From an optimization exercise on the open Yosys and OpenROAD flow, aimed at small area and a short achievable clock period; shortcuts taken in it are not production practice. Only simulation tests tie the RTL to the original design; equivalence was not proved. Power and IR drop assume default switching activity.

`flow/design.v`:
```
module crop (
    input logic clock_in,
    input logic reset_n_in,
    input logic [9:0] data_in,
    input logic line_valid_in,
    input logic frame_valid_in,
    input logic [10:0] x_crop_start,
    input logic [10:0] x_crop_end,
    input logic [10:0] y_crop_start,
    input logic [10:0] y_crop_end,
    output logic [9:0] data_out,
    output logic line_valid_out,
    output logic frame_valid_out
);
logic [10:0] x_counter;
logic [10:0] y_counter;
logic previous_line_valid;
always_ff @(posedge clock_in) begin
    if (reset_n_in == 0 || frame_valid_in == 0) begin
        x_counter <= 0;
        y_counter <= 0;
        previous_line_valid <= 0;
    end
    else begin
        previous_line_valid <= line_valid_in;
        if (line_valid_in) begin
            x_counter <= x_counter + 1;
        end
        else begin
            x_counter <= 0;
            if (previous_line_valid) begin
                y_counter <= y_counter + 1;
            end
        end
    end
    line_valid_out <= reset_n_in & frame_valid_in & line_valid_in &
                      (x_counter >= x_crop_start) &&
                      (x_counter < x_crop_end) &&
                      (y_counter >= y_crop_start) &&
                      (y_counter < y_crop_end);
    frame_valid_out <= reset_n_in & frame_valid_in;
    data_out <= data_in;
end
endmodule
module zoom_crop (
    input logic clock_in,
    input logic reset_n_in,
    input logic [9:0] red_data_in,
    input logic [9:0] green_data_in,
    input logic [9:0] blue_data_in,
    input logic line_valid_in,
    input logic frame_valid_in,
    input logic [10:0] x_crop_start,
    input logic [10:0] x_crop_end,
    input logic [10:0] y_crop_start,
    input logic [10:0] y_crop_end,
    output logic [6:0] x_counter,
    output logic [10:0] y_counter,
    output logic [9:0] red_data_out,
    output logic [9:0] green_data_out,
    output logic [9:0] blue_data_out,
    output logic line_valid_out,
    output logic frame_valid_out
);
logic previous_line_valid;
always_ff @(posedge clock_in) begin
    if (frame_valid_in == 0) begin
        x_counter <= 0;
        y_counter <= 0;
        previous_line_valid <= 0;
    end
    else begin
        previous_line_valid <= line_valid_in;
        if (line_valid_in) begin
            x_counter <= x_counter + 1;
        end
        else begin
            x_counter <= 0;
            if (previous_line_valid) begin
                y_counter <= y_counter + 1;
            end
        end
    end
    line_valid_out <= reset_n_in & frame_valid_in & line_valid_in &
                      ({4'd0, x_counter} >= x_crop_start) &&
                      ({4'd0, x_counter} < x_crop_end) &&
                      (y_counter >= y_crop_start) &&
                      (y_counter < y_crop_end);
    frame_valid_out <= reset_n_in & frame_valid_in;
    red_data_out <= red_data_in;
    green_data_out <= green_data_in;
    blue_data_out <= blue_data_in;
end
endmodule
module debayer (
    input logic clock_in,
    input logic reset_n_in,
    input logic [9:0] bayer_data_in,
    input logic line_valid_in,
    input logic frame_valid_in,
    output logic [9:0] red_data_out,
    output logic [9:0] green_data_out,
    output logic [9:0] blue_data_out,
    output logic line_valid_out,
    output logic frame_valid_out,
    output logic frame_valid_next    
);
logic [7:0] x_counter;
logic [1:0] y_count;
logic y_parity;
logic [7:0] tap_select_low;
logic [15:0] tap_select_high;
logic [6:0] width_less_one;
always_comb begin
    width_less_one = 0;
    for (int i = 0; i < 8; i++)
        if (tap_select_low[i]) width_less_one[2:0] = width_less_one[2:0] | 3'(i);
    for (int i = 0; i < 16; i++)
        if (tap_select_high[i]) width_less_one[6:3] = width_less_one[6:3] | 4'(i);
end
logic last_line_valid_in;
logic last_frame_valid_in;
logic x_parity;
logic line_parity;
logic [8:0] mid_delay [0:127];
logic [8:0] mid0, mid1, mid2;
logic [8:0] top0;
logic [9:0] b0;
logic [10:0] vertical1, vertical2;
logic [8:0] tap_group [0:15];
logic [8:0] tap;
always_comb begin
    for (int g = 0; g < 16; g++) begin
        tap_group[g] = 0;
        for (int l = 0; l < 8; l++)
            tap_group[g] = tap_group[g] | (tap_select_low[l] ? mid_delay[8*g+l] : 9'd0);
    end
    tap = 0;
    for (int g = 0; g < 16; g++)
        tap = tap | (tap_select_high[g] ? tap_group[g] : 9'd0);
end
logic [8:0] seg64 [0:63];
logic [8:0] seg32 [0:31];
logic [8:0] seg16 [0:15];
logic [8:0] seg8 [0:7];
logic [8:0] seg4 [0:3];
logic [8:0] seg2 [0:1];
logic [8:0] seg1;
logic [8:0] after64, after32, after16, after8, after4, after2, after1;
assign after64 = width_less_one[6] ? seg64[63] : mid0;
assign after32 = width_less_one[5] ? seg32[31] : after64;
assign after16 = width_less_one[4] ? seg16[15] : after32;
assign after8 = width_less_one[3] ? seg8[7] : after16;
assign after4 = width_less_one[2] ? seg4[3] : after8;
assign after2 = width_less_one[1] ? seg2[1] : after4;
assign after1 = width_less_one[0] ? seg1 : after2;
always_ff @(posedge clock_in) begin
    if (line_valid_in) begin
        mid_delay[0] <= bayer_data_in[9:1];
        for (int i = 1; i < 128; i++) mid_delay[i] <= mid_delay[i-1];
        mid0 <= tap;
        mid1 <= mid0;
        mid2 <= mid1;
        seg64[0] <= mid0;
        for (int i = 1; i < 64; i++) seg64[i] <= seg64[i-1];
        seg32[0] <= after64;
        for (int i = 1; i < 32; i++) seg32[i] <= seg32[i-1];
        seg16[0] <= after32;
        for (int i = 1; i < 16; i++) seg16[i] <= seg16[i-1];
        seg8[0] <= after16;
        for (int i = 1; i < 8; i++) seg8[i] <= seg8[i-1];
        seg4[0] <= after8;
        for (int i = 1; i < 4; i++) seg4[i] <= seg4[i-1];
        seg2[0] <= after4;
        seg2[1] <= seg2[0];
        seg1 <= after2;
        top0 <= after1;
        b0 <= bayer_data_in;
        vertical1 <= {top0, 1'b0} + b0;
        vertical2 <= vertical1;
        x_parity <= x_counter[0];
        line_parity <= y_parity;
    end
end
always_ff @(posedge clock_in) begin
    if (frame_valid_in == 0) begin
        x_counter <= 0;
        y_count <= 0;
        y_parity <= 0;
    end
    else if (line_valid_in) begin
        x_counter <= x_counter + 1;
    end
    else begin
        x_counter <= 0;
        if (x_counter != 0) begin
            for (int i = 0; i < 8; i++)
                tap_select_low[i] <= (3'(x_counter - 8'd1) == 3'(i));
            for (int i = 0; i < 16; i++)
                tap_select_high[i] <= (4'((x_counter - 8'd1) >> 3) == 4'(i));
        end
        if (last_line_valid_in) begin
            y_parity <= ~y_parity;
            if (y_count != 2) y_count <= y_count + 1;
        end
    end
    last_frame_valid_in <= reset_n_in & frame_valid_in & y_count[1];
    last_line_valid_in <= reset_n_in & frame_valid_in & line_valid_in & (x_counter > 1);
end
assign frame_valid_next = reset_n_in & last_frame_valid_in;
logic [9:0] m0, m1, m2, t0;
assign m0 = {mid0, 1'b0};
assign m1 = {mid1, 1'b0};
assign m2 = {mid2, 1'b0};
assign t0 = {top0, 1'b0};
logic [10:0] horizontal;     
logic [10:0] vertical;       
logic [11:0] diagonal;       
logic [11:0] plus_sum;          
assign horizontal = m0 + m2;
assign vertical = vertical1;
assign diagonal = t0 + b0 + vertical2;
assign plus_sum = vertical1 + m0 + m2;
always_ff @(posedge clock_in) begin
    frame_valid_out <= frame_valid_next;
    line_valid_out <= reset_n_in & last_frame_valid_in & last_line_valid_in;
    case ({x_parity, line_parity})
        2'b00: begin
            red_data_out <= m1;
            green_data_out <= plus_sum[11:2];
            blue_data_out <= diagonal[11:2];
        end
        2'b10: begin
            red_data_out <= horizontal[10:1];
            green_data_out <= m1;
            blue_data_out <= vertical[10:1];
        end
        2'b01: begin
            red_data_out <= vertical[10:1];
            green_data_out <= m1;
            blue_data_out <= horizontal[10:1];
        end
        default: begin
            red_data_out <= diagonal[11:2];
            green_data_out <= plus_sum[11:2];
            blue_data_out <= m1;
        end
    endcase
end
endmodule
module metering (
    input logic clock_in,
    input logic [9:0] red_data_in,
    input logic [9:0] green_data_in,
    input logic [9:0] blue_data_in,
    input logic line_valid_in,
    input logic frame_valid_in,
    input logic frame_valid_next_in,    
    input logic [6:0] x_counter,
    input logic [10:0] y_counter,
    output logic [7:0] red_metering_out,
    output logic [7:0] green_metering_out,
    output logic [7:0] blue_metering_out
);
logic [7:0] red_result, green_result, blue_result;
logic [12:0] red_low, green_low, blue_low;
logic [9:0] red_high, green_high, blue_high;
logic in_window;
assign in_window = line_valid_in &&
                   (x_counter[6:5] == 2'b01 || x_counter[6:5] == 2'b10) &&
                   y_counter[10:7] == 0 &&
                   (y_counter[6:5] == 2'b01 || y_counter[6:5] == 2'b10);
always_ff @(posedge clock_in) begin
    if (frame_valid_in && !frame_valid_next_in) begin
        red_result <= 8'((red_high + red_low[12]) >> 2);
        green_result <= 8'((green_high + green_low[12]) >> 2);
        blue_result <= 8'((blue_high + blue_low[12]) >> 2);
    end
    red_metering_out <= red_result;
    green_metering_out <= green_result;
    blue_metering_out <= blue_result;
    if (frame_valid_in == 0) begin
        red_low <= 0;
        green_low <= 0;
        blue_low <= 0;
        red_high <= 0;
        green_high <= 0;
        blue_high <= 0;
    end
    else begin
        red_low <= {1'b0, red_low[11:0]} + (in_window ? red_data_in : 10'd0);
        green_low <= {1'b0, green_low[11:0]} + (in_window ? green_data_in : 10'd0);
        blue_low <= {1'b0, blue_low[11:0]} + (in_window ? blue_data_in : 10'd0);
        red_high <= red_high + red_low[12];
        green_high <= green_high + green_low[12];
        blue_high <= blue_high + blue_low[12];
    end
end
endmodule
module camera_pipeline (
    input logic clock_in,
    input logic reset_n_in,
    input logic [9:0] bayer_data_in,
    input logic line_valid_in,
    input logic frame_valid_in,
    input logic [10:0] pan_x_start_in,
    input logic [10:0] pan_x_end_in,
    input logic [10:0] pan_y_start_in,
    input logic [10:0] pan_y_end_in,
    input logic [10:0] zoom_x_start_in,
    input logic [10:0] zoom_x_end_in,
    input logic [10:0] zoom_y_start_in,
    input logic [10:0] zoom_y_end_in,
    output logic [9:0] red_data_out,
    output logic [9:0] green_data_out,
    output logic [9:0] blue_data_out,
    output logic line_valid_out,
    output logic frame_valid_out,
    output logic [7:0] red_metering_out,
    output logic [7:0] green_metering_out,
    output logic [7:0] blue_metering_out
);
logic [9:0] panned_data;
logic panned_line_valid;
logic panned_frame_valid;
crop pan_crop (
    .clock_in(clock_in),
    .reset_n_in(reset_n_in),
    .data_in(bayer_data_in),
    .line_valid_in(line_valid_in),
    .frame_valid_in(frame_valid_in),
    .x_crop_start(pan_x_start_in),
    .x_crop_end(pan_x_end_in),
    .y_crop_start(pan_y_start_in),
    .y_crop_end(pan_y_end_in),
    .data_out(panned_data),
    .line_valid_out(panned_line_valid),
    .frame_valid_out(panned_frame_valid)
);
logic [9:0] debayered_red_data;
logic [9:0] debayered_green_data;
logic [9:0] debayered_blue_data;
logic debayered_line_valid;
logic debayered_frame_valid;
logic debayered_frame_valid_next;
debayer debayer (
    .clock_in(clock_in),
    .reset_n_in(reset_n_in),
    .bayer_data_in(panned_data),
    .line_valid_in(panned_line_valid),
    .frame_valid_in(panned_frame_valid),
    .red_data_out(debayered_red_data),
    .green_data_out(debayered_green_data),
    .blue_data_out(debayered_blue_data),
    .line_valid_out(debayered_line_valid),
    .frame_valid_out(debayered_frame_valid),
    .frame_valid_next(debayered_frame_valid_next)
);
logic [6:0] debayered_x;
logic [10:0] debayered_y;
zoom_crop zoom_crop (
    .clock_in(clock_in),
    .reset_n_in(reset_n_in),
    .red_data_in(debayered_red_data),
    .green_data_in(debayered_green_data),
    .blue_data_in(debayered_blue_data),
    .line_valid_in(debayered_line_valid),
    .frame_valid_in(debayered_frame_valid),
    .x_crop_start(zoom_x_start_in),
    .x_crop_end(zoom_x_end_in),
    .y_crop_start(zoom_y_start_in),
    .y_crop_end(zoom_y_end_in),
    .x_counter(debayered_x),
    .y_counter(debayered_y),
    .red_data_out(red_data_out),
    .green_data_out(green_data_out),
    .blue_data_out(blue_data_out),
    .line_valid_out(line_valid_out),
    .frame_valid_out(frame_valid_out)
);
metering metering (
    .clock_in(clock_in),
    .red_data_in(debayered_red_data),
    .green_data_in(debayered_green_data),
    .blue_data_in(debayered_blue_data),
    .line_valid_in(debayered_line_valid),
    .frame_valid_in(debayered_frame_valid),
    .frame_valid_next_in(debayered_frame_valid_next),
    .x_counter(debayered_x),
    .y_counter(debayered_y),
    .red_metering_out(red_metering_out),
    .green_metering_out(green_metering_out),
    .blue_metering_out(blue_metering_out)
);
endmodule
```
`flow/flow/run.sh`:
```
#!/bin/bash
set -euo pipefail
bash standard.sh SETUP_SLACK_MARGIN=6.7 \
    "BUFFER_PORTS_ARGS=-buffer_cell sky130_fd_sc_hd__buf_2" \
    finish > standard_flow.log 2>&1
```
`flow/standard.sh`:
```
#!/bin/bash
# synth_recipe.tcl (not shown) runs the flow's synth.tcl, then flattens the netlist and writes it again
# the make line also repeats each setting of config.mk as NAME=value (left out here)
make -C /OpenROAD-flow-scripts/flow DESIGN_CONFIG=/design/flow/config.mk WORK_HOME=/design/flow/orfs CLKGATE_MAP_FILE= SYNTH_SCRIPT=/design/flow/synth_recipe.tcl "${@:-finish}"
```
`flow/config.mk`:
```
export PLATFORM = sky130hd
export DESIGN_NAME = camera_pipeline
export DESIGN_NICKNAME = camera_pipeline
export VERILOG_FILES = /design/flow/design.v
export SDC_FILE = /design/flow/constraint.sdc
export NUM_CORES = 4
export LEC_CHECK = 0
export CAP_MARGIN = 20
export CORE_MARGIN = 2
export CORE_UTILIZATION = 70
export CTS_CLUSTER_DIAMETER = 100
export CTS_CLUSTER_SIZE = 24
export PLACE_DENSITY = 0.8
export SLEW_MARGIN = 20
```
`flow/constraint.sdc`:
```
create_clock -name core_clock -period 10.0 [get_ports {clock_in}]
set_input_delay 2.0000 -clock core_clock [delete_from_list [all_inputs] [get_ports {clock_in}]]
set_output_delay 2.0000 -clock core_clock [all_outputs]
set_load 0.01 [all_outputs]
```
==> results of run 1 <==
## cell usage after synthesis (all sizes together) (6+ instances only)
| master | count | area share, % |
|---|---|---|
| nand3 | 67 | 0.37 |
| xor2 | 52 | 0.50 |
| a31oi | 32 | 0.22 |
| o22a | 11 | 0.11 |
| ha | 166 | 2.3 |
| nor3 | 21 | 0.11 |
| a21o | 22 | 0.18 |
| buf | 34 | 0.18 |
| nor2 | 117 | 0.49 |
| or3 | 9 | 0.061 |
| fa | 14 | 0.31 |
| inv | 121 | 0.50 |
| nand4 | 161 | 1.1 |
| a21oi | 63 | 0.34 |
| or4 | 9 | 0.082 |
| a22oi | 577 | 4.7 |
| and2 | 76 | 0.52 |
| a22o | 36 | 0.35 |
| o221a | 9 | 0.11 |
| nor4 | 10 | 0.11 |
| o21ai | 55 | 0.30 |
| clkbuf | 149 | 0.61 |
| o21bai | 7 | 0.057 |
| mux2 | 28 | 0.42 |
| nor3b | 6 | 0.049 |
| nand2b | 18 | 0.12 |
| dfxtp | 224 | 4.9 |
| o21a | 22 | 0.18 |
| xnor2 | 57 | 0.55 |
| a222oi | 7 | 0.076 |
| nor2b | 14 | 0.096 |
| o211ai | 7 | 0.072 |
| nand2 | 84 | 0.36 |
| a221oi | 46 | 0.44 |
| edfxtp | 2386 | 78 |
| and3 | 23 | 0.16 |
| a211oi | 10 | 0.082 |
| o22ai | 10 | 0.068 |
## per-stage QoR
stage | hold WS (ps) | util, % | setup WS (ps) | cells | cell area (µm²)
2_1_floorplan | 323 | - | -8850 | 4824 | 91600
3_3_place_gp | 325 | 72.9 | 6250 | 6596 | 94500
3_5_place_dp | 327 | 72.9 | 6140 | 6596 | 94500
4_1_cts | 346 | 75.6 | 6580 | 6811 | 98100
5_1_grt | 353 | 75.8 | 6460 | 6822 | 98200
6_report | 344 | 75.8 | 6570 | 6823 | 98200
## layout make-up
class | count | area, µm²
Multi-Input combinational cell | 1910 | 14500
Fill cell | 6913 | 31400
Inverter | 121 | 454
Antenna cell | 1 | 2.50
Sequential cell | 2610 | 76100
Clock buffer | 195 | 3260
Clock inverter | 7 | 98.8
Timing Repair Buffer | 237 | 1630
Tap cell | 1742 | 2180
## flip-flops by register name, summed over array words and instances, names as in the netlist, 16 cells and up
name / flops
debayer.seg16: 144
debayer.seg4: 36
debayer.seg8: 72
debayer.seg2: 18
debayer.tap_select_high: 16
debayer.seg64: 558
debayer.mid_delay: 1152
debayer.seg32: 288
## metal layers
layer  part of all wire [%]  wire (µm)
met2                     47      82300
met5                  0.034         60
met4                    3.0       5330
met3                    9.5      16700
met1                     40      70700
## logic make-up after synthesis
| family | synth area share [%] |
|---|---|
| buf+inv | 1.29 |
| compound gates | 7.75 |
| xor+xnor | 1.04 |
| simple gates | 3.77 |
| flops | 83.1 |
| fa+ha+maj | 2.57 |
| mux | 0.462 |
## report_power, final
part	switching (mW)	internal (mW)	total (mW)	leakage, nW
logic	0.0246	0.0264	0.0510	7.20
registers	0.00367	11.7	11.7	23.3
clock network	3.14	2.25	5.40	1.60
total	3.17	14.0	17.2	32.1
## worst register-to-register path: stages (launching register included)
cell      delay [ps]
edfxtp_1         480
ha_4             220
fa_2             340
a21o_1           220
a21oi_2          170
nor2b_1           60
o21a_1           190
nor2_2           130
xnor2_2          140
ha_1             270
o21a_1           160
o31ai_4          270
a311oi_4          90
or3_4            360
nand3_1          100
a32oi_1          100
## path summary, 6_finish.rpt
| kind | to | slack, ps | depth (start not counted) |
|---|---|---|---|
| worst max-delay path | debayer.blue_data_out[8]$_DFF_P_ | 6570 | 15 |
| worst min-delay path | metering.green_metering_out[0]$_DFF_P_ | 340 | 0 |
| worst max register to register | debayer.blue_data_out[8]$_DFF_P_ | 6570 | 15 |
| worst min register to register | metering.green_metering_out[0]$_DFF_P_ | 340 | 0 |
## what timing repair did
action	in CTS	in global routing
pin swaps	18	14
cloned	0	2
gates resized for setup	27	19
setup endpoints to repair	97	77
setup buffers	13	8
==> results.cfg, run 1 <==
[place]
gp_congestion = 0.846
port_buffers = 157
hpwl_mm = 96.8

[synth]
syn-mean-instance-area_um2 = 19.0
synth_edf_count = 2386
syn_nets = 5106
async_flop_share_pct = 0
synth.yosys.seq_area_share_pct = 83.1
synth_cell_type_count = 75
synth_cells = 4824
syn_area_mm2 = 0.0916
ys_warn_count = 12
synth_top_flop_cell = edfxtp_1
synth-seq-cells = 2610

[sta]
setup_tns_ps = 0
hold_violations = 0
period_share_pct = 34.3
fmax_mhz = 292
rsz0062_at_grt = yes
fin_skew_ps = 47.6
max_slew_margin_pct = 19.5
drv_slew = 0
tightest_slew_ps = 1210
period_minus_slack_ps = 3430
setup_violations = 0

[setup_path]
worstPathRequired_ps = 10650
crit_family = compound AO/OA/AOI/OAI gates
critPathSlowestCell = edfxtp_1
setup.worst_path.start = debayer.top0[0]$_DFFE_PP_
crit_buf_inv = 0
arrival_ps = 4080
cp_slowest_stage_delay_ps = 480
end_kind = flip-flop
path_cells = ha_4 -> fa_2 -> a21o_1 -> a21oi_2 -> nor2b_1 -> o21a_1 -> nor2_2 -> xnor2_2 -> ha_1 -> o21a_1 -> o31ai_4 -> a311oi_4 -> or3_4 -> nand3_1 -> a32oi_1
critical_path_class = flip-flop to flip-flop
path_max_fanout = 2
cp-start-kind = flip-flop
cp_common_cell = o21a_1
r2r_start = debayer.top0[0]$_DFFE_PP_

[cts]
cts-buffers-inserted = 118
path_clk_slew_ps = 100
cts_hold_buf = 0
clkLatencyLatePin_ps = 780
cts_tree = yes
htree_levels = 3
clockRootBuffer = clkbuf_16
cts.sink_count = 2610
cts_buffer_depth = 3

[run]
maxCapViolCount = 0

[routing]
wl_per_cell_um = 25.7
wirelength_mm = 175
drt-initial-drc-count = 5929
post_drt_via_cell_ratio = 6.58
via_count = 44885
drc = 0
route.antenna.remaining_nets = 0
drtPass1Iterations = 6

[global_route]
grt_pass1_vias = 43873
busiest_layer = met2
antenna_found_initial = 8
global_route.usage.met1_pct = 38.0
met2_usage_pct = 39.6
grt_overflow = 0
grt_max_degree = 210
use_met3_pct = 4.29
grt_use_total_pct = 25.6
grt_pass1_wl_mm = 262

[floorplanning]
fp-row-count = 132
die_x_um = 366
boundaryPins = 158
dieArea_mm2 = 0.134
core_area_mm2 = 0.130
dieHeight_um = 366
start_util_pct = 70.7

[pwr]
p_leak_nw = 32.1
p_per_area_mw_per_mm2 = 175
ir_drop_mv = 0.132
total_power_mw = 17.2

[min_path]
min_path_type = flip-flop to flip-flop
hp-start = metering.green_result[0]$_DFFE_PP_

[finish]
syn2layout_area_growth_pct = 7.25
layout_common_cells = edfxtp_1, a22oi_1, dfxtp_1, ha_1, nand4_1
drive_gt1_share_pct = 9.06
fin_nets = 5280
final_common_cell = edfxtp_1

[status]
outcome = no timing/DRC/antenna violations
==> run 2, diff against run 1 <==
--- a/flow/design.v
+++ b/flow/design.v
@@ -111,6 +111,8 @@
 logic [7:0] tap_select_low;
 logic [15:0] tap_select_high;
 logic [6:0] width_less_one;
+logic [6:0] width_less_two;
+assign width_less_two = width_less_one - 7'd1;
 always_comb begin
     width_less_one = 0;
     for (int i = 0; i < 8; i++)
@@ -124,9 +126,8 @@
 logic line_parity;
 logic [8:0] mid_delay [0:127];
 logic [8:0] mid0, mid1, mid2;
-logic [8:0] top0;
-logic [9:0] b0;
-logic [10:0] vertical1, vertical2;
+logic [8:0] top_next;
+logic [10:0] vertical0, vertical1, vertical2;
 logic [8:0] tap_group [0:15];
 logic [8:0] tap;
 always_comb begin
@@ -147,13 +148,13 @@
 logic [8:0] seg2 [0:1];
 logic [8:0] seg1;
 logic [8:0] after64, after32, after16, after8, after4, after2, after1;
-assign after64 = width_less_one[6] ? seg64[63] : mid0;
-assign after32 = width_less_one[5] ? seg32[31] : after64;
-assign after16 = width_less_one[4] ? seg16[15] : after32;
-assign after8 = width_less_one[3] ? seg8[7] : after16;
-assign after4 = width_less_one[2] ? seg4[3] : after8;
-assign after2 = width_less_one[1] ? seg2[1] : after4;
-assign after1 = width_less_one[0] ? seg1 : after2;
+assign after64 = width_less_two[6] ? seg64[63] : mid0;
+assign after32 = width_less_two[5] ? seg32[31] : after64;
+assign after16 = width_less_two[4] ? seg16[15] : after32;
+assign after8 = width_less_two[3] ? seg8[7] : after16;
+assign after4 = width_less_two[2] ? seg4[3] : after8;
+assign after2 = width_less_two[1] ? seg2[1] : after4;
+assign after1 = width_less_two[0] ? seg1 : after2;
 always_ff @(posedge clock_in) begin
     if (line_valid_in) begin
         mid_delay[0] <= bayer_data_in[9:1];
@@ -174,9 +175,9 @@
         seg2[0] <= after4;
         seg2[1] <= seg2[0];
         seg1 <= after2;
-        top0 <= after1;
-        b0 <= bayer_data_in;
-        vertical1 <= {top0, 1'b0} + b0;
+        top_next <= after1;
+        vertical0 <= {top_next, 1'b0} + bayer_data_in;
+        vertical1 <= vertical0;
         vertical2 <= vertical1;
         x_parity <= x_counter[0];
         line_parity <= y_parity;
@@ -208,18 +209,17 @@
     last_line_valid_in <= reset_n_in & frame_valid_in & line_valid_in & (x_counter > 1);
 end
 assign frame_valid_next = reset_n_in & last_frame_valid_in;
-logic [9:0] m0, m1, m2, t0;
+logic [9:0] m0, m1, m2;
 assign m0 = {mid0, 1'b0};
 assign m1 = {mid1, 1'b0};
 assign m2 = {mid2, 1'b0};
-assign t0 = {top0, 1'b0};
 logic [10:0] horizontal;     
 logic [10:0] vertical;       
 logic [11:0] diagonal;       
 logic [11:0] plus_sum;          
 assign horizontal = m0 + m2;
 assign vertical = vertical1;
-assign diagonal = t0 + b0 + vertical2;
+assign diagonal = vertical0 + vertical2;
 assign plus_sum = vertical1 + m0 + m2;
 always_ff @(posedge clock_in) begin
     frame_valid_out <= frame_valid_next;
--- a/flow/config.mk
+++ b/flow/config.mk
@@ -7,8 +7,8 @@
 export LEC_CHECK = 0
 export CAP_MARGIN = 20
 export CORE_MARGIN = 2
-export CORE_UTILIZATION = 70
+export CORE_UTILIZATION = 65
 export CTS_CLUSTER_DIAMETER = 100
 export CTS_CLUSTER_SIZE = 24
-export PLACE_DENSITY = 0.8
+export PLACE_DENSITY = 0.75
 export SLEW_MARGIN = 20
==> run 2 against run 1 <==
Critical path depth decreased by 5. Still clean. Cell area up 1.3%. Setup slack gained 88 ps. Largest power group unchanged. Largest cell class unchanged. Fmax increased by 2.6%. Clock skew down 3.5 ps. Global-route usage decreased by 1.9 points. Die area up 8.2%. Synthesized cell count up 1.1%.
==> results.cfg, run 2 <==
[cts]
cts_hold_buf = 0
cts_buffer_depth = 3
cts.sink_count = 2620
htree_levels = 3
path_clk_slew_ps = 100
cts_tree = yes
clkLatencyLatePin_ps = 790
cts-buffers-inserted = 119
clockRootBuffer = clkbuf_16

[floorplanning]
die_x_um = 380
dieHeight_um = 380
boundaryPins = 158
core_area_mm2 = 0.141
start_util_pct = 65.3
dieArea_mm2 = 0.145
fp-row-count = 138

[pwr]
p_per_area_mw_per_mm2 = 174
ir_drop_mv = 0.199
p_leak_nw = 32.6

[min_path]
min_path_type = flip-flop to flip-flop
hp-start = metering.green_result[3]$_DFFE_PP_
holdPathStages = 0

[finish]
regMostFlops = debayer.mid_delay
layout_common_cells = edfxtp_1, a22oi_1, dfxtp_1, ha_1, nand4_1
final_common_cell = edfxtp_1
fin_nets = 5354
largestRegisters = debayer.mid_delay: 1152 flops, debayer.seg64: 558 flops, debayer.seg32: 288 flops
drive_gt1_share_pct = 9.52
final_cells = 7058
final_cell_area_mm2 = 0.0995
largest_reg_flops = 1152
syn2layout_area_growth_pct = 7.99

[synth]
synthTopCellsByArea = edfxtp_1, dfxtp_1, a22oi_1
yosys-top-cells-count = edfxtp_1, a22oi_1, dfxtp_1
synth_most_common_cell = edfxtp_1
synth_cell_type_count = 75
ys_warn_count = 12
syn_nets = 5162
syn_area_mm2 = 0.0921
synth.yosys.seq_area_share_pct = 83.0
synth_top_flop_cell = edfxtp_1
synth_edf_count = 2396
synth-seq-cells = 2620
syn-mean-instance-area_um2 = 18.9
yosysTopAreaCell = edfxtp_1
async_flop_share_pct = 0
synth_top_area_share_pct = 78.1
synth_cells = 4879

[run]
maxCapViolCount = 0

[routing]
drtPass1Iterations = 6
drt-initial-drc-count = 5282
via_count = 44580
route.antenna.remaining_nets = 0
wirelength_mm = 174
drc = 0
wl_per_cell_um = 24.7
post_drt_via_cell_ratio = 6.32

[sta]
fmax_mhz = 299
max_slew_margin_pct = 13.7
rsz0062_at_grt = yes
fin_skew_ps = 44.1
holdWs_ps = 345
period_share_pct = 33.4
setup_violations = 0
tightest_slew_ps = 1290
drv_slew = 0
period_minus_slack_ps = 3340
fin_ws_ps = 6660
hold_violations = 0
setup_tns_ps = 0

[setup_path]
critical_path_class = flip-flop to flip-flop
crit_buf_inv = 3
r2r_start = debayer.tap_select_high[13]$_DFFE_PP_
path_max_fanout = 11
critPathSlowestCell = nor4_4
arrival_ps = 3890
crit_family = simple AND/OR/NAND/NOR gates
worstPathRequired_ps = 10550
cp.depth = 10
cp_slowest_stage_delay_ps = 560
cp-start-kind = flip-flop
path_cells = buf_4 -> nor4_4 -> and2_1 -> nand3_2 -> xor2_4 -> buf_12 -> buf_16 -> mux2_4 -> mux2_4 -> mux2_4
setup.worst_path.start = debayer.tap_select_high[13]$_DFFE_PP_
end_kind = flip-flop
reg2reg_depth = 10
cp_common_cell = mux2_4

[global_route]
grt_max_degree = 214
grt_use_total_pct = 23.7
antenna_found_initial = 7
grt_pass1_wl_mm = 261
grt_overflow = 0
grt_pass1_vias = 43080

[status]
outcome = no timing/DRC/antenna violations

[place]
placedCellCount = 6804
hpwl_mm = 97.3
gp_congestion = 0.850
dpl_worst_slack_ps = 5800
place_area_mm2 = 0.0952
port_buffers = 157
run 2: cell types whose count changed in the layout (fill, tap and decap cells not counted), sizes merged, moves of 12 or more:
cell	previous run	this run
nand3	67	54
and2	76	103
inv	125	148
o21a	22	9
nand2	84	72
o21ai	55	86
nor2b	14	36
buf	236	248
clkbuf	196	211
nor2	117	99
a31oi	32	8
run 2: area by class of cell:
type	instances	area [µm²]
flip-flops and latches	2620	76500
fillers	8441	41600
multi-input cells	1929	14700
clock buffers	208	3310
well taps	1890	2360
repair buffers	255	1980
inverters	146	553
clock inverters	8	159
diodes	2	5.00
run 2: path summary, 6_finish.rpt:
check	to	slack, ps
max	debayer.seg8[0][7]$_DFFE_PP_	6660
min	metering.green_metering_out[3]$_DFF_P_	340
max reg2reg	debayer.seg8[0][7]$_DFFE_PP_	6660
min reg2reg	metering.green_metering_out[3]$_DFF_P_	340
run 2: routing by layer:
metal  GRT usage, %  up-vias  wire length (µm)
met2           36.2     2116             80100
met1           35.3    22402             72300
met5              0        -                31
met3           4.00      276             16100
li1               -    19782                 -
met4           8.16        4              5970
run 2: cell families after synthesis:
family                   Yosys count  share of synthesized area (%)
AND/OR/NAND/NOR                  629                           3.81
AO/OA/AOI/OAI                    959                           7.63
flip-flops                      2620                           83.0
XOR/XNOR                         124                           1.21
multiplexers                      36                          0.467
adder cells (fa/ha/maj)          181                           2.57
buffers and inverters            330                           1.36
run 2: where the power goes:
part           internal [mW]  switching, mW  total, mW
clock network           2.29           3.17       5.45
logic                 0.0304         0.0297     0.0601
registers               11.8        0.00744       11.8
total                   14.1           3.20       17.3
run 2: worst reg2reg max path, delay by kind of cell, from the launching register on:
| family | cells | cell delay, ps |
|---|---|---|
| xor gates and xnor gates | 1 | 230 |
| buffers and inverters | 3 | 510 |
| DFF | 1 | 380 |
| muxes | 3 | 880 |
| and+or+nand+nor | 3 | 1110 |
run 2: through the flow:
step / util (%) / power, mW
3_5_place_dp: 67.5 / 12.1
4_1_cts: 70.3 / 17.4
5_1_grt: 70.5 / 17.8
6_report: 70.5 / 17.3
3_3_place_gp: 67.5 / 12.1
2_1_floorplan: - / 12.0
run 2: timing repair:
action	in CTS	in global routing
setup endpoints to repair	414	395
gates resized for setup	60	35
hold endpoints to repair	0	0
buffers inserted	14	14
cloned	6	1
pin swaps	4	11
==> run 3, diff against run 2 <==
--- a/flow/design.v
+++ b/flow/design.v
@@ -108,18 +108,11 @@
 logic [7:0] x_counter;
 logic [1:0] y_count;
 logic y_parity;
-logic [7:0] tap_select_low;
-logic [15:0] tap_select_high;
 logic [6:0] width_less_one;
 logic [6:0] width_less_two;
 assign width_less_two = width_less_one - 7'd1;
-always_comb begin
-    width_less_one = 0;
-    for (int i = 0; i < 8; i++)
-        if (tap_select_low[i]) width_less_one[2:0] = width_less_one[2:0] | 3'(i);
-    for (int i = 0; i < 16; i++)
-        if (tap_select_high[i]) width_less_one[6:3] = width_less_one[6:3] | 4'(i);
-end
+logic [7:0] tap_select_low;
+logic [15:0] tap_select_high;
 logic last_line_valid_in;
 logic last_frame_valid_in;
 logic x_parity;
@@ -195,6 +188,7 @@
     else begin
         x_counter <= 0;
         if (x_counter != 0) begin
+            width_less_one <= 7'(x_counter - 8'd1);
             for (int i = 0; i < 8; i++)
                 tap_select_low[i] <= (3'(x_counter - 8'd1) == 3'(i));
             for (int i = 0; i < 16; i++)
==> flow/flow/run.sh (replaced) <==
#!/bin/bash
set -euo pipefail
bash standard.sh SETUP_SLACK_MARGIN=6.85 \
    "BUFFER_PORTS_ARGS=-buffer_cell sky130_fd_sc_hd__buf_2" \
    finish > standard_flow.log 2>&1
==> run 3 against run 2 <==
Global-route usage fell by 0.38 points. Sequential power about the same. Core utilization about the same. Wire length decreased by 0.83%. Non-clock buffer count fell by 19. Final cell count down 0.79%. First-iteration DRC count is 3.8% higher. Flip-flop and latch count increased by 7. Largest power group unchanged. Critical path type is now flip-flop to output pin. Fmax rose by 3.5%. Die area hardly changed. Worst hold slack improved by 0.50 ps. Critical endpoint is now red_data_out[8]. Still clean.
==> results.cfg, run 3 <==
[routing]
post_drt_via_cell_ratio = 6.34
wirelength_mm = 173
drc = 0
drt-initial-drc-count = 5481
wl_per_cell_um = 24.7
drtPass1Iterations = 6
via_count = 44402
route.antenna.remaining_nets = 0

[place]
port_buffers = 157
place_area_mm2 = 0.0952
gp_congestion = 0.839
hpwl_mm = 93.1
placedCellCount = 6766

[setup_path]
path_cells = buf_6
cp-start-kind = flip-flop
crit_buf_inv = 1
end_kind = output pin
crit_family = flip-flops
cp_slowest_stage_delay_ps = 360
worstPathRequired_ps = 8000
path_max_fanout = 1
critPathSlowestCell = dfxtp_2
critical_path_class = flip-flop to output pin
arrival_ps = 1230

[floorplanning]
dieHeight_um = 380
dieArea_mm2 = 0.145
boundaryPins = 158
fp-row-count = 138
start_util_pct = 65.3
die_x_um = 380
core_area_mm2 = 0.141

[synth]
synth_top_flop_cell = edfxtp_1
synth_most_common_cell = edfxtp_1
synth.yosys.seq_area_share_pct = 83.2
syn_area_mm2 = 0.0921
yosysTopAreaCell = edfxtp_1
synth_cells = 4856
synth-seq-cells = 2627
syn-mean-instance-area_um2 = 19.0
synth_edf_count = 2403
syn_nets = 5139
yosys-top-cells-count = edfxtp_1, a22oi_1, dfxtp_1
synth_cell_type_count = 69
synth_top_area_share_pct = 78.3
ys_warn_count = 12
async_flop_share_pct = 0
synthTopCellsByArea = edfxtp_1, dfxtp_1, a22oi_1

[pwr]
internal_power_mw = 14.1
p_seq_share_pct = 68.3
p_clk_share_pct = 31.4
p_leak_nw = 32.2
p_comb_share_pct = 0.4
swShare_pct = 18.5
p_per_area_mw_per_mm2 = 174
ir_drop_mv = 0.179
p_sw_mw = 3.19

[finish]
final_cells = 7002
largest_reg_flops = 1152
nFillCells = 8433
fin_nets = 5315
drive_gt1_share_pct = 9.57
largestRegisters = debayer.mid_delay: 1152 flops, debayer.seg64: 558 flops, debayer.seg32: 288 flops
final_common_cell = edfxtp_1
layout_common_cells = edfxtp_1, a22oi_1, dfxtp_1, nand4_1, ha_1
syn2layout_area_growth_pct = 7.97
final_cell_area_mm2 = 0.0995
regMostFlops = debayer.mid_delay

[cts]
htree_levels = 3
clkLatencyLatePin_ps = 780
cts-buffers-inserted = 119
cts_tree = yes
path_clk_slew_ps = 100
cts.sink_count = 2627
cts_buffer_depth = 3
clockRootBuffer = clkbuf_16
cts_hold_buf = 0

[sta]
rsz0062_at_grt = yes
fin_skew_ps = 25.0
hold_violations = 0
period_minus_slack_ps = 3230
drv_slew = 0
setup_violations = 0
setup_tns_ps = 0
max_slew_margin_pct = 21.4
period_share_pct = 32.3
tightest_slew_ps = 1180
fmax_mhz = 310

[global_route]
antenna_found_initial = 6
global_route.usage.met1_pct = 35.4
busiest_layer = met2
grt_pass1_vias = 42782
use_met3_pct = 3.41
met2_usage_pct = 36.5
grt_overflow = 0
grt_pass1_wl_mm = 258
grt_use_total_pct = 23.3
grt_max_degree = 205

[min_path]
min_path_type = flip-flop to flip-flop

[run]
maxCapViolCount = 0

[status]
outcome = no timing/DRC/antenna violations
-- run 3: changes by cell type after synthesis, moves of 11 or more --
cell,previous run,this run
nor2_1,99,115
xor2_1,55,43
nand4_1,158,169
nand3_1,51,39
o21bai_1,14,1
-- run 3: cells by family after synthesis --
family | after synthesis | share of synthesized area [%]
buffers and inverters | 318 | 1.32
XOR/XNOR | 116 | 1.13
AO/OA/AOI/OAI | 945 | 7.58
flip-flops | 2627 | 83.2
multiplexers | 35 | 0.406
adder cells (fa/ha/maj) | 181 | 2.57
AND/OR/NAND/NOR | 634 | 3.78
-- run 3: metrics by stage --
| stage | util, % | power [mW] | worst slack [ps] | hold WS, ps |
|---|---|---|---|---|
| 6_report | 70.5 | 17.3 | 6770 | 345 |
| 5_1_grt | 70.5 | 17.7 | 6690 | 351 |
| 2_1_floorplan | - | 12.1 | -16560 | 323 |
| 3_3_place_gp | 67.5 | 12.1 | 5770 | 325 |
| 3_5_place_dp | 67.5 | 12.1 | 5820 | 327 |
| 4_1_cts | 70.1 | 17.4 | 6710 | 348 |
-- run 3: power by group through the flow --
stage	combinational, mW	sequential [mW]	clock, mW
2_1_floorplan	0.0313	12.0	0
3_3_place_gp	0.0608	12.0	0
3_5_place_dp	0.0625	12.0	0
4_1_cts	0.0634	11.8	5.55
5_1_grt	0.0717	11.8	5.87
6_report	0.0628	11.8	5.42
-- run 3: path summary, 6_finish.rpt --
kind	start	end	slack, ps	cells after the start
max	zoom_crop.red_data_out[8]$_DFF_P_	red_data_out[8]	6770	1
min	metering.red_result[2]$_DFFE_PP_	metering.red_metering_out[2]$_DFF_P_	350	0
max reg2reg	zoom_crop.y_counter[7]$_SDFFE_PN0P_	metering.green_low[11]$_SDFF_PN0_	6930	16
min reg2reg	metering.red_result[2]$_DFFE_PP_	metering.red_metering_out[2]$_DFF_P_	350	0
-- run 3: area by class of cell --
class                      count  area (µm²)  area share [%]
inverter                     137         514           0.517
tap                         1890        2360            2.38
clock inverter                 7        98.8          0.0994
antenna                        1        2.50         0.00252
clock buffer                 193        3280            3.29
multi-input combinational   1911       14500            14.6
sequential                  2627       76700            77.1
timing repair buffer         236        2010            2.02
-- run 3: what timing repair did --
item	4_1_cts	5_1_grt
setup buffers	15	14
pin swaps	8	17
setup endpoints to repair	152	836
cloned	2	4
resized for setup	60	85
hold endpoints to repair	0	0
-- run 3: per-layer routing --
metal  part of all wire (%)  routed length (µm)
met5                      0                   0
met4                    2.3                3940
met3                    8.3               14400
met2                     48               82300
met1                     42               72400
==> run 4, diff against run 3 <==
--- a/flow/design.v
+++ b/flow/design.v
@@ -108,11 +108,9 @@
 logic [7:0] x_counter;
 logic [1:0] y_count;
 logic y_parity;
-logic [6:0] width_less_one;
-logic [6:0] width_less_two;
-assign width_less_two = width_less_one - 7'd1;
 logic [7:0] tap_select_low;
 logic [15:0] tap_select_high;
+logic [6:0] width_less_two;
 logic last_line_valid_in;
 logic last_frame_valid_in;
 logic x_parity;
@@ -188,7 +186,7 @@
     else begin
         x_counter <= 0;
         if (x_counter != 0) begin
-            width_less_one <= 7'(x_counter - 8'd1);
+            width_less_two <= 7'(x_counter - 8'd2);
             for (int i = 0; i < 8; i++)
                 tap_select_low[i] <= (3'(x_counter - 8'd1) == 3'(i));
             for (int i = 0; i < 16; i++)
==> flow/flow/run.sh (replaced) <==
#!/bin/bash
set -euo pipefail
bash standard.sh SETUP_SLACK_MARGIN=6.7 \
    "BUFFER_PORTS_ARGS=-buffer_cell sky130_fd_sc_hd__buf_2" \
    finish > standard_flow.log 2>&1
--- a/flow/config.mk
+++ b/flow/config.mk
@@ -9,6 +9,6 @@
 export CORE_MARGIN = 2
 export CORE_UTILIZATION = 65
 export CTS_CLUSTER_DIAMETER = 100
-export CTS_CLUSTER_SIZE = 24
+export CTS_CLUSTER_SIZE = 28
 export PLACE_DENSITY = 0.75
 export SLEW_MARGIN = 20
==> run 4 against run 3 <==
Register-to-register slack lost 80 ps. Worst hold slack is essentially flat. Critical path depth unchanged. Via count decreased by 2.3%. Setup slack better by 4.8 ps.
==> results.cfg, run 4 <==
[cts]
cts_buffer_depth = 3
cts_hold_buf = 0
cts.sink_count = 2627
clockRootBuffer = clkbuf_16
cts-buffers-inserted = 104
path_clk_slew_ps = 100
htree_levels = 3
clkLatencyLatePin_ps = 770
cts_tree = yes

[pwr]
p_leak_nw = 31.9
p_per_area_mw_per_mm2 = 172
total_power_mw = 16.9
ir_drop_mv = 0.161

[global_route]
antenna_found_initial = 5
grt_overflow = 0
grt_use_total_pct = 22.3
grt_pass1_vias = 42031
grt_pass1_wl_mm = 248
grt_max_degree = 218

[setup_path]
critical_path_class = flip-flop to output pin
arrival_ps = 1220
worstPathRequired_ps = 8000
cp_slowest_stage_delay_ps = 350
crit_buf_inv = 1
cp-start-kind = flip-flop
path_cells = buf_2
path_max_fanout = 1
crit_family = flip-flops
end_kind = output pin
critPathSlowestCell = dfxtp_2

[status]
outcome = no timing/DRC/antenna violations

[floorplanning]
dieArea_mm2 = 0.145
start_util_pct = 65.3
dieHeight_um = 380
core_area_mm2 = 0.141
boundaryPins = 158
die_x_um = 380
fp-row-count = 138

[sta]
max_slew_margin_pct = 19.7
drv_slew = 0
fin_skew_ps = 23.4
fmax_mhz = 310
setup_tns_ps = 0
period_share_pct = 32.2
rsz0062_at_grt = yes
tightest_slew_ps = 1210
hold_violations = 0
setup_violations = 0
period_minus_slack_ps = 3220

[finish]
largestRegisters = debayer.mid_delay: 1152 flops, debayer.seg64: 558 flops, debayer.seg32: 288 flops
syn2layout_area_growth_pct = 6.60
utilization_pct = 69.6
layout_common_cells = edfxtp_1, a22oi_1, dfxtp_1, nand4_1, ha_1
largest_reg_flops = 1152
final_cell_area_mm2 = 0.0982
fin_nets = 5248
regMostFlops = debayer.mid_delay
drive_gt1_share_pct = 7.70
final_common_cell = edfxtp_1
final_cells = 6906
nFillCells = 8588

[place]
port_buffers = 157
placedCellCount = 6736
gp_congestion = 0.826
hpwl_mm = 88.8
place_area_mm2 = 0.0950

[routing]
drt-initial-drc-count = 5229
wl_per_cell_um = 23.8
drc = 0
wirelength_mm = 165
drtPass1Iterations = 8
post_drt_via_cell_ratio = 6.28
route.antenna.remaining_nets = 0
via_count = 43373

[synth]
synth_top_area_share_pct = 78.4
yosysTopAreaCell = edfxtp_1
syn_nets = 5122
synth_most_common_cell = edfxtp_1
synth_top_flop_cell = edfxtp_1
yosys-top-cells-count = edfxtp_1, a22oi_1, dfxtp_1
syn-mean-instance-area_um2 = 19.0
synthTopCellsByArea = edfxtp_1, dfxtp_1, a22oi_1
synth_edf_count = 2403
ys_warn_count = 12
synth_cells = 4837
syn_area_mm2 = 0.0921
async_flop_share_pct = 0
synth.yosys.seq_area_share_pct = 83.2
synth-seq-cells = 2627
synth_cell_type_count = 67

[run]
maxCapViolCount = 0

[min_path]
min_path_type = flip-flop to flip-flop
-- run 4: cell families (layout without fill, tap and decap cells) --
logic type               Yosys count  after routing  share of synthesized area, %
multiplexers                      43             43                         0.663
AND/OR/NAND/NOR                  636            636                          3.74
AO/OA/AOI/OAI                    927            927                          7.41
XOR/XNOR                         111            111                          1.06
adder cells (fa/ha/maj)          183            183                          2.60
other                              0              1                             0
buffers and inverters            310            488                          1.30
flip-flops                      2627           2627                          83.2
-- run 4: routing by layer --
layer	global-route usage (%)	routed length, µm	vias to the layer above
li1	-	-	19441
met1	34.0	71100	21976
met2	33.3	75000	1697
met3	4.41	13800	253
met4	6.63	4340	6
met5	0.529	137	-
-- run 4: area by class of cell --
| cell class | count | area [µm²] | share of cell area (%) |
|---|---|---|---|
| flip-flops and latches | 2627 | 76700 | 78.1 |
| multi-input cells | 1900 | 14300 | 14.6 |
| clock buffers | 151 | 2840 | 2.90 |
| well taps | 1890 | 2360 | 2.41 |
| repair buffers | 204 | 1390 | 1.41 |
| inverters | 126 | 473 | 0.482 |
| clock inverters | 7 | 113 | 0.115 |
| diodes | 1 | 2.50 | 0.00255 |
-- run 4: per-stage QoR --
step,hold slack (ps),worst slack (ps)
final,345,6780
after global routing,357,6600
after CTS,348,6700
after detailed placement,327,6010
after global placement,325,6020
after floorplan,323,-8780
-- run 4: final timing paths --
| kind | startpoint | cells after the start | endpoint | slack (ps) |
|---|---|---|---|---|
| worst max-delay path | zoom_crop.red_data_out[7]$_DFF_P_ | 1 | red_data_out[7] | 6780 |
| worst min-delay path | metering.red_result[2]$_DFFE_PP_ | 0 | metering.red_metering_out[2]$_DFF_P_ | 340 |
| worst max register to register | zoom_crop.y_counter[6]$_SDFFE_PN0P_ | 14 | metering.green_low[7]$_SDFF_PN0_ | 6850 |
| worst min register to register | metering.red_result[2]$_DFFE_PP_ | 0 | metering.red_metering_out[2]$_DFF_P_ | 340 |
-- run 4: what timing repair did --
item                                   in CTS  in global routing
cloned                                      1                  1
buffers inserted                            1                  7
setup endpoints to repair                  16                255
pin swaps                                   1                  6
endpoints found under the hold margin       0                  0
resized for setup                           7                 12
-- run 4: power by group --
part	switching [mW]	internal, mW	leakage [nW]
combinational	0.0342	0.0308	7.08
sequential	0.00633	11.8	23.4
clock	3.04	2.01	1.42
total	3.08	13.8	31.9

[separate check: timing with driven ports]
Ports are ideal in the flow. The routed layouts listed here were re-timed in OpenROAD.
Step 1 sets driving cells, clkbuf_16 on the clock port and buf_2 on the other inputs (assumed; they add their load-dependent delay and slew).
Step 2 also shifts input and output timing later by t, the mid clock arrival at the registers, as if the neighbouring blocks saw the same clock.
a / b / c = no drivers / after step 1 / after step 2; a / b = the first two.
run	t, ns	setup slack, ns	hold WS [ns]	clock arrival spread, ns	pins driven straight from the clock port
run 1	0.841	6.572 / 6.572 / 6.096	0.344 / 0.344 / 0.344	0.056 / 0.055	1
run 2	0.854	6.660 / 6.660 / 6.094	0.345 / 0.345 / 0.345	0.046 / 0.046	1
run 3	0.843	6.772 / 6.695 / 6.258	0.345 / 0.345 / 0.345	0.035 / 0.035	1
run 4	0.829	6.777 / 6.698 / 6.171	0.345 / 0.345 / 0.345	0.033 / 0.033	1
After both steps setup and hold are still met in every run listed. The setup slack of run 4, which loses most, moves by -0.079 ns with the drivers and by -0.606 ns with both steps.
